Background: an optimization exercise with open tools, aiming at small area. Do not read the settings as production practice.
At most, simulation tests tie the RTL to the original design; equivalence was not proved.
Only the layout flow was run in run 2; the RTL was not checked for function there.
Power is estimated from default activity; no workload was simulated.

## flow/design.v (module list and top-level ports; edited modules follow where they fit)
// module p_fa: 4 lines
// module p_fac: 4 lines
// module p_ha: 4 lines
// module p_nor2: 3 lines
// module p_or2: 3 lines
// module p_and2: 3 lines
// module p_inv: 3 lines
// module p_xor2: 3 lines
// module p_xnor2: 3 lines
// module p_xor3: 3 lines
// module p_a222oi: 3 lines
// module magnitude_wrapper: 1020 lines
module magnitude_wrapper(
	input aclk,
	input aresetn,
	input s_i_data_valid,
	output reg s_o_data_ready,
	input [31:0] s_i_data,
	output reg m_o_data_valid,
	input m_i_data_ready,
	output [31:0] m_o_data
    );
  // ...
==> flow/run.sh <==
#!/bin/bash
# synth_recipe.tcl (not shown) runs the flow's synth.tcl, then flattens the netlist and writes it again
# the make line also repeats each setting of config.mk as NAME=value (left out here)
make -C /OpenROAD-flow-scripts/flow DESIGN_CONFIG=/design/flow/config.mk WORK_HOME=/design/flow/orfs CLKGATE_MAP_FILE= SYNTH_SCRIPT=/design/flow/synth_recipe.tcl finish
==> flow/config.mk <==
export PLATFORM = sky130hd
export DESIGN_NAME = magnitude_wrapper
export DESIGN_NICKNAME = magnitude_wrapper
export VERILOG_FILES = /design/flow/design.v
export SDC_FILE = /design/flow/constraint.sdc
export NUM_CORES = 4
export LEC_CHECK = 0
export CAP_MARGIN = 20
export CORE_MARGIN = 2
export CORE_UTILIZATION = 40
export SLEW_MARGIN = 20
export SYNTH_HIERARCHICAL = 1
export SYNTH_MINIMUM_KEEP_SIZE = 0
==> flow/constraint.sdc <==
create_clock -name core_clock -period 10.0 [get_ports {aclk}]
set_input_delay 2.0000 -clock core_clock [delete_from_list [all_inputs] [get_ports {aclk}]]
set_output_delay 2.0000 -clock core_clock [all_outputs]
set_load 0.01 [all_outputs]
==> flow_summary.ini, run 1 <==
[floorplanning]
die_area_sq_um = 18500
taps = 225
die_y_um = 136
dieWidth_um = 136

[critical_path]
reg2reg_to = cn[20]
critPathMaxStageDelay_ps = 460
path_depth = 24
cp-endpoint = cn[20]
path_delay_family = adder cells
regToRegStartpoint = ack
cp_common_cell = fa_1
critPathSlowestCell = fa_1

[layout]
final_common_cell = fa_1
stdcell_count = 880
num-clock-buffers = 9
multi_input_comb_cells = 390

[synth]
seq_area_frac_synth_pct = 32.8
synth_top_family_by_area = adder cells
synth_top_area_cell = fa_1
synth-async-reset-ratio_pct = 0
syn-cell-area_sq_um = 6990
ys_ff_latch = 106

[clock_tree]
clk_latency_ps = 360
numCtsBuffers = 9
cts_buffer_depth = 2
htree_num_levels = 3
path_clk_slew_ps = 80

[flow_run]
drv_cap = 0

[timing]
setup_viol = 0
hold-worst-slack_ps = 405
worstMarginPinSlew_ps = 1010
rsz0062_at_grt = false

[grt]
busiest_layer = met2
grt_pass1_wl_um = 27600
track_usage_pct = 19.5
met1_usage_pct = 24.7

[detailed_routing]
drc = 0
top_layer = met4
routed_wl_um = 16300

[pwr]
powerComb_mw = 2.00
p_clk_share_pct = 11.9
leakagePower_nw = 3.90

[run_status]
status = timing/DRC/antenna clean

[worst_hold_path]
min-delay-start = start

[placed_design]
dpl-instance-area_sq_um = 8090
==> inputs of run 2 (changes only) <==
--- a/flow/design.v
+++ b/flow/design.v
@@ -26,16 +26,22 @@
   assign y = a ^ b;
 endmodule
 module p_xnor2(input a, input b, output y);
   assign y = ~(a ^ b);
 endmodule
 module p_xor3(input a, input b, input c, output y);
   assign y = a ^ b ^ c;
 endmodule
+module p_a22o(input a1, input a2, input b1, input b2, output y);
+  assign y = (a1 & a2) | (b1 & b2);
+endmodule
+module p_a21oi(input a1, input a2, input b1, output y);
+  assign y = ~((a1 & a2) | b1);
+endmodule
 module p_a222oi(input a1, input a2, input b1, input b2, input c1, input c2, output y);
   assign y = ~((a1 & a2) | (b1 & b2) | (c1 & c2));
 endmodule
 module magnitude_wrapper(
 	input aclk,
 	input aresetn,
 	input s_i_data_valid,
 	output reg s_o_data_ready,
@@ -50,44 +56,61 @@
 	reg [31:0] p;         
 	reg [31:0] cn;        
 	reg pc_12, cnc_12;
 	wire tc_12, cvc_12, cdc_12;
 	reg pc_21, cnc_21;
 	wire tc_21, cvc_21, cdc_21;
 	wire acc = s_i_data_valid & ~ack;
 	wire [15:0] xn;       
+	wire [15:0] xr;       
 	wire [31:0] t;        
 	wire [31:0] cv;       
 	wire [31:0] mo;
 	wire [31:0] cd;
 	wire sel_re = f2;
 	wire f1 = start & ~ack;
 	wire sel_im = f1 | f3;
 	wire sel_pin = ~ack & ~start;
 	wire pm = f1 | (ack & ~f2);
 	wire ld_t = m_i_data_ready & f3;
 	wire ld_p = m_i_data_ready & ~f3;
 	wire hold = ~m_i_data_ready;
-	p_a222oi um0 (.a1(sel_re), .a2(a_re[0]), .b1(sel_im), .b2(a_im[0]), .c1(sel_pin), .c2(s_i_data[0]), .y(xn[0]));
-	p_a222oi um1 (.a1(sel_re), .a2(a_re[1]), .b1(sel_im), .b2(a_im[1]), .c1(sel_pin), .c2(s_i_data[1]), .y(xn[1]));
-	p_a222oi um2 (.a1(sel_re), .a2(a_re[2]), .b1(sel_im), .b2(a_im[2]), .c1(sel_pin), .c2(s_i_data[2]), .y(xn[2]));
-	p_a222oi um3 (.a1(sel_re), .a2(a_re[3]), .b1(sel_im), .b2(a_im[3]), .c1(sel_pin), .c2(s_i_data[3]), .y(xn[3]));
-	p_a222oi um4 (.a1(sel_re), .a2(a_re[4]), .b1(sel_im), .b2(a_im[4]), .c1(sel_pin), .c2(s_i_data[4]), .y(xn[4]));
-	p_a222oi um5 (.a1(sel_re), .a2(a_re[5]), .b1(sel_im), .b2(a_im[5]), .c1(sel_pin), .c2(s_i_data[5]), .y(xn[5]));
-	p_a222oi um6 (.a1(sel_re), .a2(a_re[6]), .b1(sel_im), .b2(a_im[6]), .c1(sel_pin), .c2(s_i_data[6]), .y(xn[6]));
-	p_a222oi um7 (.a1(sel_re), .a2(a_re[7]), .b1(sel_im), .b2(a_im[7]), .c1(sel_pin), .c2(s_i_data[7]), .y(xn[7]));
-	p_a222oi um8 (.a1(sel_re), .a2(a_re[8]), .b1(sel_im), .b2(a_im[8]), .c1(sel_pin), .c2(s_i_data[8]), .y(xn[8]));
-	p_a222oi um9 (.a1(sel_re), .a2(a_re[9]), .b1(sel_im), .b2(a_im[9]), .c1(sel_pin), .c2(s_i_data[9]), .y(xn[9]));
-	p_a222oi um10 (.a1(sel_re), .a2(a_re[10]), .b1(sel_im), .b2(a_im[10]), .c1(sel_pin), .c2(s_i_data[10]), .y(xn[10]));
-	p_a222oi um11 (.a1(sel_re), .a2(a_re[11]), .b1(sel_im), .b2(a_im[11]), .c1(sel_pin), .c2(s_i_data[11]), .y(xn[11]));
-	p_a222oi um12 (.a1(sel_re), .a2(a_re[12]), .b1(sel_im), .b2(a_im[12]), .c1(sel_pin), .c2(s_i_data[12]), .y(xn[12]));
-	p_a222oi um13 (.a1(sel_re), .a2(a_re[13]), .b1(sel_im), .b2(a_im[13]), .c1(sel_pin), .c2(s_i_data[13]), .y(xn[13]));
-	p_a222oi um14 (.a1(sel_re), .a2(a_re[14]), .b1(sel_im), .b2(a_im[14]), .c1(sel_pin), .c2(s_i_data[14]), .y(xn[14]));
-	p_a222oi um15 (.a1(sel_re), .a2(a_re[15]), .b1(sel_im), .b2(a_im[15]), .c1(sel_pin), .c2(s_i_data[15]), .y(xn[15]));
+	p_a22o umr0 (.a1(sel_re), .a2(a_re[0]), .b1(sel_im), .b2(a_im[0]), .y(xr[0]));
+	p_a21oi um0 (.a1(sel_pin), .a2(s_i_data[0]), .b1(xr[0]), .y(xn[0]));
+	p_a22o umr1 (.a1(sel_re), .a2(a_re[1]), .b1(sel_im), .b2(a_im[1]), .y(xr[1]));
+	p_a21oi um1 (.a1(sel_pin), .a2(s_i_data[1]), .b1(xr[1]), .y(xn[1]));
+	p_a22o umr2 (.a1(sel_re), .a2(a_re[2]), .b1(sel_im), .b2(a_im[2]), .y(xr[2]));
+	p_a21oi um2 (.a1(sel_pin), .a2(s_i_data[2]), .b1(xr[2]), .y(xn[2]));
+	p_a22o umr3 (.a1(sel_re), .a2(a_re[3]), .b1(sel_im), .b2(a_im[3]), .y(xr[3]));
+	p_a21oi um3 (.a1(sel_pin), .a2(s_i_data[3]), .b1(xr[3]), .y(xn[3]));
+	p_a22o umr4 (.a1(sel_re), .a2(a_re[4]), .b1(sel_im), .b2(a_im[4]), .y(xr[4]));
+	p_a21oi um4 (.a1(sel_pin), .a2(s_i_data[4]), .b1(xr[4]), .y(xn[4]));
+	p_a22o umr5 (.a1(sel_re), .a2(a_re[5]), .b1(sel_im), .b2(a_im[5]), .y(xr[5]));
+	p_a21oi um5 (.a1(sel_pin), .a2(s_i_data[5]), .b1(xr[5]), .y(xn[5]));
+	p_a22o umr6 (.a1(sel_re), .a2(a_re[6]), .b1(sel_im), .b2(a_im[6]), .y(xr[6]));
+	p_a21oi um6 (.a1(sel_pin), .a2(s_i_data[6]), .b1(xr[6]), .y(xn[6]));
+	p_a22o umr7 (.a1(sel_re), .a2(a_re[7]), .b1(sel_im), .b2(a_im[7]), .y(xr[7]));
+	p_a21oi um7 (.a1(sel_pin), .a2(s_i_data[7]), .b1(xr[7]), .y(xn[7]));
+	p_a22o umr8 (.a1(sel_re), .a2(a_re[8]), .b1(sel_im), .b2(a_im[8]), .y(xr[8]));
+	p_a21oi um8 (.a1(sel_pin), .a2(s_i_data[8]), .b1(xr[8]), .y(xn[8]));
+	p_a22o umr9 (.a1(sel_re), .a2(a_re[9]), .b1(sel_im), .b2(a_im[9]), .y(xr[9]));
+	p_a21oi um9 (.a1(sel_pin), .a2(s_i_data[9]), .b1(xr[9]), .y(xn[9]));
+	p_a22o umr10 (.a1(sel_re), .a2(a_re[10]), .b1(sel_im), .b2(a_im[10]), .y(xr[10]));
+	p_a21oi um10 (.a1(sel_pin), .a2(s_i_data[10]), .b1(xr[10]), .y(xn[10]));
+	p_a22o umr11 (.a1(sel_re), .a2(a_re[11]), .b1(sel_im), .b2(a_im[11]), .y(xr[11]));
+	p_a21oi um11 (.a1(sel_pin), .a2(s_i_data[11]), .b1(xr[11]), .y(xn[11]));
+	p_a22o umr12 (.a1(sel_re), .a2(a_re[12]), .b1(sel_im), .b2(a_im[12]), .y(xr[12]));
+	p_a21oi um12 (.a1(sel_pin), .a2(s_i_data[12]), .b1(xr[12]), .y(xn[12]));
+	p_a22o umr13 (.a1(sel_re), .a2(a_re[13]), .b1(sel_im), .b2(a_im[13]), .y(xr[13]));
+	p_a21oi um13 (.a1(sel_pin), .a2(s_i_data[13]), .b1(xr[13]), .y(xn[13]));
+	p_a22o umr14 (.a1(sel_re), .a2(a_re[14]), .b1(sel_im), .b2(a_im[14]), .y(xr[14]));
+	p_a21oi um14 (.a1(sel_pin), .a2(s_i_data[14]), .b1(xr[14]), .y(xn[14]));
+	p_a22o umr15 (.a1(sel_re), .a2(a_re[15]), .b1(sel_im), .b2(a_im[15]), .y(xr[15]));
+	p_a21oi um15 (.a1(sel_pin), .a2(s_i_data[15]), .b1(xr[15]), .y(xn[15]));
 	assign t[0] = s_731;
 	assign t[1] = s_734;
 	assign t[2] = s_737;
 	assign t[3] = s_740;
 	assign t[4] = s_743;
 	assign t[5] = s_746;
 	assign t[6] = s_749;
 	assign t[7] = s_752;
==> flow/flow/run.sh (new file) <==
#!/bin/bash
# Standard layout, but the port buffers are the smallest plain buffer and
# the clock tree uses smaller buffers without dummy loads.
set -euo pipefail
export BUFFER_PORTS_ARGS="-buffer_cell sky130_fd_sc_hd__buf_1"
export CTS_ARGS="-sink_clustering_enable -repair_clock_nets -dont_use_dummy_load -buf_list sky130_fd_sc_hd__clkbuf_8"
bash standard.sh finish > standard_flow.log 2>&1
==> flow/standard.sh (new file) <==
#!/bin/bash
# synth_recipe.tcl (not shown) runs the flow's synth.tcl, then flattens the netlist and writes it again
# the make line also repeats each setting of config.mk as NAME=value (left out here)
make -C /OpenROAD-flow-scripts/flow DESIGN_CONFIG=/design/flow/config.mk WORK_HOME=/design/flow/orfs CLKGATE_MAP_FILE= SYNTH_SCRIPT=/design/flow/synth_recipe.tcl "${@:-finish}"
removed: flow/run.sh
==> run 2 against run 1 <==
Effect of this change:
- still clean on timing, DRC and antenna
- critical path type unchanged
- sequential share of layout area is 1.9 points higher
- non-clock buffer count fell by 1
- first-iteration DRC count is 24% lower
- clock skew grew 14 ps
- synthesized area up 1.7%
- hold slack gained 15 ps
- critical path depth down 1
- combinational power fell by 6%
- sequential cell count did not move
- wire length up 1.5%
- utilization decreased by 3.7 points
- via count shrank 1.4%
==> flow_summary.ini, run 2 <==
[critical_path]
critPathCaptureType = flip-flop
worst_setup_path_start_kind = primary input
r2r_cells = 25
worstPathRequired_ps = 10280
reg2reg_slack_ps = 1330
reg2reg_to = cn[20]
crit_arrival_ps = 9400
path_depth = 23
crit_fanout = 3
cp-endpoint = cn[20]
crit_start = s_i_data[1]
path_class = primary input to flip-flop
critPathMaxStageDelay_ps = 450
crit_buf_inv = 2
critPathSlowestCell = fa_1
cp_common_cell = fa_1
path_delay_family = adder cells
cp_cell_sequence = buf_1 -> a21oi_2 -> inv_1 -> fa_1 -> fa_1 -> fa_1 -> fa_1 -> fa_1 -> fa_1 -> fa_1 -> fa_1 -> fa_1 -> fa_1 -> ha_1 -> ha_1 -> ha_1 -> ha_1 -> fa_1 -> fa_1 -> fa_1 -> fa_1 -> fa_1 -> a222oi_1
regToRegStartpoint = ack

[synth]
yosys_warnings = 7
yosysUniqueCellTypes = 16
muxShareOfSynthArea_pct = 0
netlist_top_cells_count = fa_1 (136), nor2_1 (124), dfxtp_1 (89)
yosys.area_share.simple_pct = 9.89
synth_compound_area_share_pct = 9.08
synth_top_area_share_pct = 38.3
synth_top_family_by_area = adder cells
synth_edf_count = 17
syn-cell-area_sq_um = 7110
synth_cells = 576
seq_area_frac_synth_pct = 32.2
synth_flop_cell = dfxtp_1
ys_ff_latch = 106
synth_nets = 782
synth_xor_area_share_pct = 0.493
avgSynthCellArea_sq_um = 12.3
yosysMostFrequentCell = fa_1
synth_top_area_cell = fa_1
synth_area_leaders = fa_1 (38%), dfxtp_1 (25%), edfxtp_1 (7.2%)
synth-async-reset-ratio_pct = 0
synth_fa_ha_area_share_pct = 44.3

[floorplanning]
ioPinCount = 70
die_area_sq_um = 18900
fp-row-count = 48
die_y_um = 137
dieWidth_um = 137
start_util_pct = 41.0
core_area_sq_um = 17400

[placed_design]
hpwl_um = 13100
gp_congestion = 0.888
io_buffers = 69
pre_cts_slack_ps = 436

[clock_tree]
cts_hold_buf = 0
clockRootBuffer = clkbuf_8
htree_num_levels = 3
path_clk_slew_ps = 110
numCtsBuffers = 9
cts_tree = built
clk_latency_ps = 400
cts_setup_buffers = 0
cts_resized = 0
cts_buffer_depth = 2
cts.sinks = 106

[flow_run]
drv_cap = 0

[timing]
slew_headroom_pct = 41.1
fin_crit_sh_pct = 91.2
hold-worst-slack_ps = 420
max_freq_mhz = 110
hold_viol_final = 0
setup_slack_ps = 883
setup_tns_ps = 0
drv_slew = 0
fin_skew_ps = 28.6
period_needed_ps = 9120
setup_viol = 0
worstMarginPinSlew_ps = 879
rsz0062_at_grt = false

[pwr]
power_density_nw_per_um2 = 355
power_mw = 2.78
peakVddDrop_v = 0.000191
leakagePower_nw = 3.67

[grt]
first_global_vias = 5209
grt_max_degree = 37
grt_pass1_wl_um = 27200
track_usage_pct = 19.3
antenna_found_initial = 0
gr-total-overflow = 0

[worst_hold_path]
hp-class = flip-flop to flip-flop

[layout]
layout_common_cells = fa_1 (136), nor2_1 (122), dfxtp_1 (89), buf_1 (69), inv_1 (52)
nets = 871
fill_cells = 1611
drive_gt1_share_pct = 7.54
top_regs = cn (32), p (32)
utilization_pct = 45.2
final_common_cell = fa_1
antenna_cells = 0
area_delta_synth_final_pct = 10.4

[detailed_routing]
viasPerCell = 5.25
vias = 4666
drc = 0
drt_pass1_iterations = 5
drtAntennaViolNets = 0
drt-initial-drc-count = 328
routed_wl_um = 16600
wire_per_inst_um = 18.7

[run_status]
status = timing/DRC/antenna clean
## run 2: changes by cell type in the layout (fill, tap and decap cells not counted), moves of 9 or more
cell,previous run,this run
clkbuf_8,0,9
buf_1,0,69
a22o_1,0,16
clkdlybuf4s50_1,69,0
a21oi_2,0,17
clkbuf_16,9,0
a222oi_1,50,34
## run 2: area by class of cell
class	count	area, sq um	area share, %
tap	225	282	3.59
timing repair buffer	90	417	5.31
multi-input combinational	406	4540	57.8
clock buffer	9	124	1.58
inverter	52	195	2.49
sequential	106	2290	29.2
## run 2: where the power goes
group          internal, mW  switching [mW]  leakage [nW]
Clock                0.0811           0.133        0.0647
Sequential            0.626          0.0575         0.911
Combinational         0.843            1.04          2.70
Total                  1.55            1.23          3.67
## run 2: Yosys stat by module, one instance, submodules excluded
module             copies in the design  cell area, sq um  cells inside
magnitude_wrapper                     1              2450           132
p_a21oi                              16              8.76             1
p_a222oi                             34              10.0             1
p_a22o                               16              8.76             1
p_and2                               34              6.26             1
p_fa                                136              20.0             1
p_ha                                 34              12.5             1
p_inv                                50              3.75             1
p_nor2                              120              3.75             1
p_xor2                                4              8.76             1
## run 2: metrics by stage
stage | instance area (sq um) | instances
floorplan | 7110 | 576
global placement | 7730 | 879
detailed placement | 7730 | 879
CTS | 7850 | 888
global route | 7850 | 888
finish | 7850 | 888
## run 2: cells by family (layout without fill, tap and decap cells)
logic type / after synthesis / after routing
fa+ha+maj: 170 / 170
simple gates: 162 / 162
flops: 106 / 106
compound gates: 70 / 70
buf+inv: 64 / 151
xor+xnor: 4 / 4
## run 2: worst min path at each step
stage | end | slack [ps] | startpoint | depth (start not counted)
final | ack | 420 | start | 0
after global routing | ack | 440 | start | 0
after CTS | ack | 430 | start | 0
after detailed placement | ack | 410 | start | 0
after global placement | ack | 400 | start | 0
after floorplan | ack | 370 | start | 0
## run 2: per-layer routing
| metal | vias to the layer above | part of all wire [%] | global-route usage [%] |
|---|---|---|---|
| met1 | 2387 | 42 | 25.0 |
| met4 | 0 | 2.5 | 6.87 |
| met3 | 28 | 5.8 | 4.05 |
| met2 | 165 | 50 | 32.2 |
| met5 | - | 0 | 0 |
| li1 | 2086 | - | - |

-- static timing again, ports no longer ideal --
In the flow no input, the clock included, has a driving cell. The finished layouts below were timed again as built, in two steps.
Step 1, drivers: a clkbuf_16 drives aclk and a buf_2 each remaining input, both assumed.
Step 2 times the ports against the registers' clock, not the clock port: input delays grow and output delays shrink by t, the midpoint of the rising clock arrivals with the driver on.
Three values: no drivers, after step 1, after step 2; two values: the first two.
run | t, ns | slack for setup (ns) | worst setup path after step 2 | slew at the worst register clock pin (ns)
run 1 | 0.400 | 0.343 / 0.363 / -0.037 | input to register | 0.08 / 0.08
run 2 | 0.417 | 0.883 / 0.891 / 0.474 | input to register | 0.11 / 0.11
With both steps, setup timing fails in run 1, where it was met with ideal ports. For run 2, which loses most, drivers alone change the setup slack by +0.008 ns; drivers and shift together by -0.409 ns.
